What follows belongs to an exercise in optimizing a design on an open flow for small area, a short achievable clock period and few clock cycles; a production flow would make more cautious choices. At most, simulation tests tie the RTL to the original design; equivalence was not proved.

==> job 3370 <==
==> flow/design.v <==
module bubble_sort(
input clk,
input rst_n,
input [63:0] data,
input en,
output logic [7:0] data_o,
output logic [63:0] data_sort_o,
output logic wr_en,
output logic last
);
function automatic logic le8(input logic [7:0] x, input logic [7:0] y);
  logic [7:0] g, l;
  logic [3:0] g2, l2;
  logic [1:0] g4, l4;
  g = x & ~y;
  l = ~x & y;
  for (int k = 0; k < 4; k++) begin
    g2[k] = g[2*k+1] | (~l[2*k+1] & g[2*k]);
    l2[k] = l[2*k+1] | (~g[2*k+1] & l[2*k]);
  end
  for (int k = 0; k < 2; k++) begin
    g4[k] = g2[2*k+1] | (~l2[2*k+1] & g2[2*k]);
    l4[k] = l2[2*k+1] | (~g2[2*k+1] & l2[2*k]);
  end
  le8 = ~(g4[1] | (~l4[1] & g4[0]));
endfunction
logic [7:0] lo [4];      
logic [7:0] hi [4];      
logic [55:0] srt;        
logic [7:0] rem;         
logic [2:0] cnt;         
logic busy;
logic [7:0] pa [4], pb [4];
logic [3:0] ple;
always_comb
  for (int i = 0; i < 4; i++) begin
    pa[i] = data[16*i +: 8];
    pb[i] = data[16*i+8 +: 8];
    ple[i] = le8(pa[i], pb[i]);
  end
logic c [4][4];          
logic [3:0] win;
always_comb begin
  for (int i = 0; i < 4; i++)
    for (int j = 0; j < 4; j++)
      c[i][j] = le8(lo[i], lo[j]);
  for (int i = 0; i < 4; i++) begin
    win[i] = busy;
    for (int j = 0; j < 4; j++)
      if (j > i) win[i] = win[i] & c[i][j];
      else if (j < i) win[i] = win[i] & ~c[j][i];
  end
end
logic [7:0] m, rem_nxt;
always_comb begin
  m = 8'd0;
  rem_nxt = 8'hff;
  for (int i = 0; i < 4; i++) begin
    m = m | (lo[i] & {8{win[i]}});
    rem_nxt = rem_nxt & hi[i] & (lo[i] | {8{win[i]}});
  end
end
always_ff @(posedge clk) begin
  for (int i = 0; i < 4; i++)
    if (en) begin
      lo[i] <= ple[i] ? pa[i] : pb[i];
      hi[i] <= ple[i] ? pb[i] : pa[i];
    end else if (win[i]) begin
      lo[i] <= hi[i];
      hi[i] <= 8'hff;
    end
  if (busy) srt <= {srt[47:0], m};
  rem <= rem_nxt;
  cnt <= en ? 3'd0 : cnt + 3'd1;
end
always_ff @(posedge clk or negedge rst_n)
  if (!rst_n) begin
    busy  <= 1'b0;
    wr_en <= 1'b0;
    last  <= 1'b1;
  end else begin
    busy  <= en | (busy & (cnt != 3'd6));
    wr_en <= busy;
    last  <= ~(en | (busy & (cnt != 3'd6)));
  end
assign data_o = srt[7:0];
assign data_sort_o = {srt, rem};
endmodule
==> flow/flow/run.sh <==
#!/bin/bash
set -euo pipefail
export BUFFER_PORTS_ARGS="-buffer_cell sky130_fd_sc_hd__buf_1"
bash standard.sh > flow_standard.log 2>&1
==> flow/standard.sh <==
#!/bin/bash
# synth_recipe.tcl (not shown) runs the flow's synth.tcl, then flattens the netlist and writes it again
# the make line also repeats each setting of config.mk as NAME=value (left out here)
make -C /OpenROAD-flow-scripts/flow DESIGN_CONFIG=/design/flow/config.mk WORK_HOME=/design/flow/orfs CLKGATE_MAP_FILE= SYNTH_SCRIPT=/design/flow/synth_recipe.tcl "${@:-finish}"
==> flow/config.mk <==
export PLATFORM = sky130hd
export DESIGN_NAME = bubble_sort
export DESIGN_NICKNAME = bubble_sort
export VERILOG_FILES = /design/flow/design.v
export SDC_FILE = /design/flow/constraint.sdc
export NUM_CORES = 4
export LEC_CHECK = 0
export CAP_MARGIN = 20
export CORE_MARGIN = 2
export CORE_UTILIZATION = 40
export SETUP_SLACK_MARGIN = 1.5
export SLEW_MARGIN = 20
==> flow/constraint.sdc <==
create_clock -name core_clock -period 5.0 [get_ports {clk}]
set_input_delay 1.0000 -clock core_clock [delete_from_list [all_inputs] [get_ports {clk}]]
set_output_delay 1.0000 -clock core_clock [all_outputs]
set_load 0.01 [all_outputs]
==> job 9693: changes against job 3370 <==
--- a/flow/design.v
+++ b/flow/design.v
@@ -25,18 +25,16 @@
   le8 = ~(g4[1] | (~l4[1] & g4[0]));
 endfunction
-logic [7:0] lo [4];      
-logic [7:0] hi [4];      
+logic [7:0] a [4];       
+logic [7:0] b [4];
+logic [3:0] sela;        
+logic [3:0] h1;          
+logic [3:0] e;           
 logic [55:0] srt;        
 logic [7:0] rem;         
 logic [2:0] cnt;         
 logic busy;
-logic [7:0] pa [4], pb [4];
-logic [3:0] ple;
+logic [7:0] hd [4];
 always_comb
-  for (int i = 0; i < 4; i++) begin
-    pa[i] = data[16*i +: 8];
-    pb[i] = data[16*i+8 +: 8];
-    ple[i] = le8(pa[i], pb[i]);
-  end
+  for (int i = 0; i < 4; i++) hd[i] = sela[i] ? a[i] : b[i];
 logic c [4][4];          
 logic [3:0] win;
@@ -44,5 +42,5 @@
   for (int i = 0; i < 4; i++)
     for (int j = 0; j < 4; j++)
-      c[i][j] = le8(lo[i], lo[j]);
+      c[i][j] = e[j] | (~e[i] & le8(hd[i], hd[j]));
   for (int i = 0; i < 4; i++) begin
     win[i] = busy;
@@ -55,21 +53,28 @@
 always_comb begin
   m = 8'd0;
-  rem_nxt = 8'hff;
+  rem_nxt = 8'd0;
   for (int i = 0; i < 4; i++) begin
-    m = m | (lo[i] & {8{win[i]}});
-    rem_nxt = rem_nxt & hi[i] & (lo[i] | {8{win[i]}});
+    m = m | ({8{win[i] & sela[i]}} & a[i]) | ({8{win[i] & ~sela[i]}} & b[i]);
+    rem_nxt = rem_nxt
+      | ({8{(win[i] & ~h1[i] & ~sela[i]) | (~win[i] & ~e[i] & sela[i])}} & a[i])
+      | ({8{(win[i] & ~h1[i] & sela[i]) | (~win[i] & ~e[i] & ~sela[i])}} & b[i]);
   end
 end
 always_ff @(posedge clk) begin
-  for (int i = 0; i < 4; i++)
-    if (en) begin
-      lo[i] <= ple[i] ? pa[i] : pb[i];
-      hi[i] <= ple[i] ? pb[i] : pa[i];
+  for (int i = 0; i < 4; i++) begin
+    if (!busy) begin
+      a[i]    <= data[16*i +: 8];
+      b[i]    <= data[16*i+8 +: 8];
+      sela[i] <= le8(data[16*i +: 8], data[16*i+8 +: 8]);
+      h1[i]   <= 1'b0;
+      e[i]    <= 1'b0;
     end else if (win[i]) begin
-      lo[i] <= hi[i];
-      hi[i] <= 8'hff;
+      sela[i] <= ~sela[i];
+      h1[i]   <= 1'b1;
+      e[i]    <= h1[i];
     end
+  end
   if (busy) srt <= {srt[47:0], m};
-  rem <= rem_nxt;
+  if (busy && cnt == 3'd6) rem <= rem_nxt;
   cnt <= en ? 3'd0 : cnt + 3'd1;
 end
Settings changed: SETUP_SLACK_MARGIN 1.5 to not set.
==> job 3423: changes against job 3370 <==
--- a/flow/design.v
+++ b/flow/design.v
@@ -10,18 +10,16 @@
 );
 function automatic logic le8(input logic [7:0] x, input logic [7:0] y);
-  logic [7:0] g, l;
-  logic [3:0] g2, l2;
-  logic [1:0] g4, l4;
+  logic [7:0] g, e;
+  logic gt;
   g = x & ~y;
-  l = ~x & y;
-  for (int k = 0; k < 4; k++) begin
-    g2[k] = g[2*k+1] | (~l[2*k+1] & g[2*k]);
-    l2[k] = l[2*k+1] | (~g[2*k+1] & l[2*k]);
+  e = ~(x ^ y);
+  gt = 1'b0;
+  for (int i = 0; i < 8; i++) begin
+    logic t;
+    t = g[i];
+    for (int j = i + 1; j < 8; j++) t = t & e[j];
+    gt = gt | t;
   end
-  for (int k = 0; k < 2; k++) begin
-    g4[k] = g2[2*k+1] | (~l2[2*k+1] & g2[2*k]);
-    l4[k] = l2[2*k+1] | (~g2[2*k+1] & l2[2*k]);
-  end
-  le8 = ~(g4[1] | (~l4[1] & g4[0]));
+  le8 = ~gt;
 endfunction
 logic [7:0] lo [4];      
Settings changed: SETUP_SLACK_MARGIN 1.5 to 2.8.
==> job 7082: changes against job 3370 <==
--- a/flow/design.v
+++ b/flow/design.v
@@ -11,24 +11,21 @@
 function automatic logic le8(input logic [7:0] x, input logic [7:0] y);
   logic [7:0] g, l;
-  logic [3:0] g2, l2;
-  logic [1:0] g4, l4;
+  logic gt;
   g = x & ~y;
   l = ~x & y;
-  for (int k = 0; k < 4; k++) begin
-    g2[k] = g[2*k+1] | (~l[2*k+1] & g[2*k]);
-    l2[k] = l[2*k+1] | (~g[2*k+1] & l[2*k]);
+  gt = 1'b0;
+  for (int i = 0; i < 8; i++) begin
+    logic t;
+    t = g[i];
+    for (int j = i + 1; j < 8; j++) t = t & ~g[j] & ~l[j];
+    gt = gt | t;
   end
-  for (int k = 0; k < 2; k++) begin
-    g4[k] = g2[2*k+1] | (~l2[2*k+1] & g2[2*k]);
-    l4[k] = l2[2*k+1] | (~g2[2*k+1] & l2[2*k]);
-  end
-  le8 = ~(g4[1] | (~l4[1] & g4[0]));
+  le8 = ~gt;
 endfunction
 logic [7:0] lo [4];      
 logic [7:0] hi [4];      
 logic [55:0] srt;        
-logic [7:0] rem;         
 logic [2:0] cnt;         
-logic busy;
+logic busy;              
 logic [7:0] pa [4], pb [4];
 logic [3:0] ple;
@@ -52,11 +49,11 @@
   end
 end
-logic [7:0] m, rem_nxt;
+logic [7:0] m, rem;
 always_comb begin
   m = 8'd0;
-  rem_nxt = 8'hff;
+  rem = 8'hff;
   for (int i = 0; i < 4; i++) begin
     m = m | (lo[i] & {8{win[i]}});
-    rem_nxt = rem_nxt & hi[i] & (lo[i] | {8{win[i]}});
+    rem = rem & lo[i];
   end
 end
@@ -71,17 +68,15 @@
     end
   if (busy) srt <= {srt[47:0], m};
-  rem <= rem_nxt;
   cnt <= en ? 3'd0 : cnt + 3'd1;
 end
 always_ff @(posedge clk or negedge rst_n)
   if (!rst_n) begin
-    busy  <= 1'b0;
     wr_en <= 1'b0;
     last  <= 1'b1;
   end else begin
-    busy  <= en | (busy & (cnt != 3'd6));
     wr_en <= busy;
     last  <= ~(en | (busy & (cnt != 3'd6)));
   end
+assign busy = ~last;
 assign data_o = srt[7:0];
 assign data_sort_o = {srt, rem};
==> flow/flow/run.sh (replaced) <==
#!/bin/bash
set -euo pipefail
export BUFFER_PORTS_ARGS="-buffer_cell sky130_fd_sc_hd__buf_1"
export CTS_ARGS="-sink_clustering_enable -repair_clock_nets -dont_use_dummy_load -buf_list sky130_fd_sc_hd__clkbuf_8"
bash standard.sh > flow_standard.log 2>&1
Settings changed: ABC_AREA set to 1, CORE_UTILIZATION 40 to 60, CTS_BUF_LIST set to sky130_fd_sc_hd__clkbuf_8, SETUP_SLACK_MARGIN 1.5 to 2.6, TNS_END_PERCENT set to 5.
==> results.cfg <==
[clock_tree]
cts_setup_buffers = 0

[outcome]
status = finished clean

[setup_path]
crit_end = lo[0][4]
startpoint = data[8]
worst_path_max_delay_cell = and2_1
crit_type = in -> reg
critPathBufInv = 1
cp-start-kind = input port

[global_routing]
groute.usage.overall_pct = 18.0

[timing]
slew_headroom_pct = 44.0

[power_and_ir_drop]
p_int_w = 0.00282
p_clk_w = 0.00133

[synth]
async_flop_share_pct = 2.24
ys_warn_count = 6
synth-edff-count = 120

[placed_design]
dpl_cell_area_sq_um = 7860

[floorplan]
tap_cells = 229
start_util_pct = 40.5
die_w_um = 139

[layout]
inverters = 49
layout.cells.non_filler = 1012
# the run above: job 3370

==> results.cfg <==
[power_and_ir_drop]
p_clk_w = 0.000618
p_int_w = 0.00215

[floorplan]
tap_cells = 140
start_util_pct = 61.7
die_w_um = 110

[layout]
inverters = 134
layout.cells.non_filler = 1077

[synth]
synth-edff-count = 120
async_flop_share_pct = 1.60

[setup_path]
crit_type = reg -> out
cp-start-kind = register
startpoint = lo[0][5]
crit_end = data_sort_o[5]
worst_path_max_delay_cell = edfxtp_1

[outcome]
status = finished clean

[clock_tree]
cts_setup_buffers = 12

[global_routing]
groute.usage.overall_pct = 26.7

[timing]
whs_ps = 327
slew_headroom_pct = 58.1

[route]
post_drt_wl_per_cell_um = 14.5
# the run above: job 7082

==> results.cfg <==
[placed_design]
dpl_cell_area_sq_um = 8240

[synth]
ys_warn_count = 6
async_flop_share_pct = 2.24

[layout]
inverters = 54

[clock_tree]
cts_setup_buffers = 77

[setup_path]
critPathBufInv = 2
cp-start-kind = register
crit_end = rem[5]
startpoint = lo[3][5]

[floorplan]
start_util_pct = 40.5
die_w_um = 138

[outcome]
status = finished clean

[power_and_ir_drop]
p_clk_w = 0.00114
p_int_w = 0.00322

[global_routing]
groute.usage.overall_pct = 21.8
# the run above: job 3423

==> results.cfg <==
[layout]
final_cell_mix = buf_1, edfxtp_1, mux2i_1
layout.cells.non_filler = 978

[power_and_ir_drop]
p_int_w = 0.00309
p_clk_w = 0.00129

[synth]
ys_warn_count = 5
synth-edff-count = 132
async_flop_share_pct = 2.05
yosysMostFrequentCell = edfxtp_1

[setup_path]
worst_path_max_delay_cell = edfxtp_1
crit_end = rem[4]
startpoint = sela[0]
critPathBufInv = 1
crit_type = reg -> reg
cp-start-kind = register

[placed_design]
dpl_cell_area_sq_um = 8200

[timing]
slew_headroom_pct = 31.4

[global_routing]
groute.usage.overall_pct = 21.6

[floorplan]
start_util_pct = 41.0
tap_cells = 229
die_w_um = 140

[outcome]
status = finished clean
# the run above: job 9693

Testbench counts of job 3370, summed over its fixed seeds: cycles 12,800.
Testbench counts of job 9693, summed over its fixed seeds: cycles 12,800.
Testbench counts of job 7082, summed over its fixed seeds: cycles 12,800.
No functional check of the RTL was part of job 3423.

[what the ideal ports hide]
How much do the figures lean on ideal ports? The routed layouts below were timed once more, with nothing changed but the port constraints.
Step 1: set_driving_cell puts a clkbuf_16 on clk and a buf_2 on each other input, an assumption about the parent block.
Step 2 times the ports against the registers' clock, not the clock port: input delays grow and output delays shrink by t, the midpoint of the rising clock arrivals with the driver on.
Three values: ideal, step 1, step 2; two values: the first two.
| run | t, ns | setup slack, ns | slew at the worst register clock pin (ns) | pins driven straight from the clock port |
|---|---|---|---|---|
| job 3370 | 0.453 | 1.763 / 1.783 / 1.330 | 0.06 / 0.06 | 1 |
| job 9693 | 0.469 | 0.617 / 0.617 / 0.617 | 0.06 / 0.06 | 1 |
| job 3423 | 0.462 | 2.382 / 2.382 / 2.089 | 0.06 / 0.06 | 1 |
| job 7082 | 0.471 | 2.513 / 2.476 / 2.093 | 0.07 / 0.07 | 1 |
After both steps every run listed still meets setup and hold. The setup slack of job 3370, which loses most, moves by +0.020 ns with the drivers and by -0.433 ns with both steps.
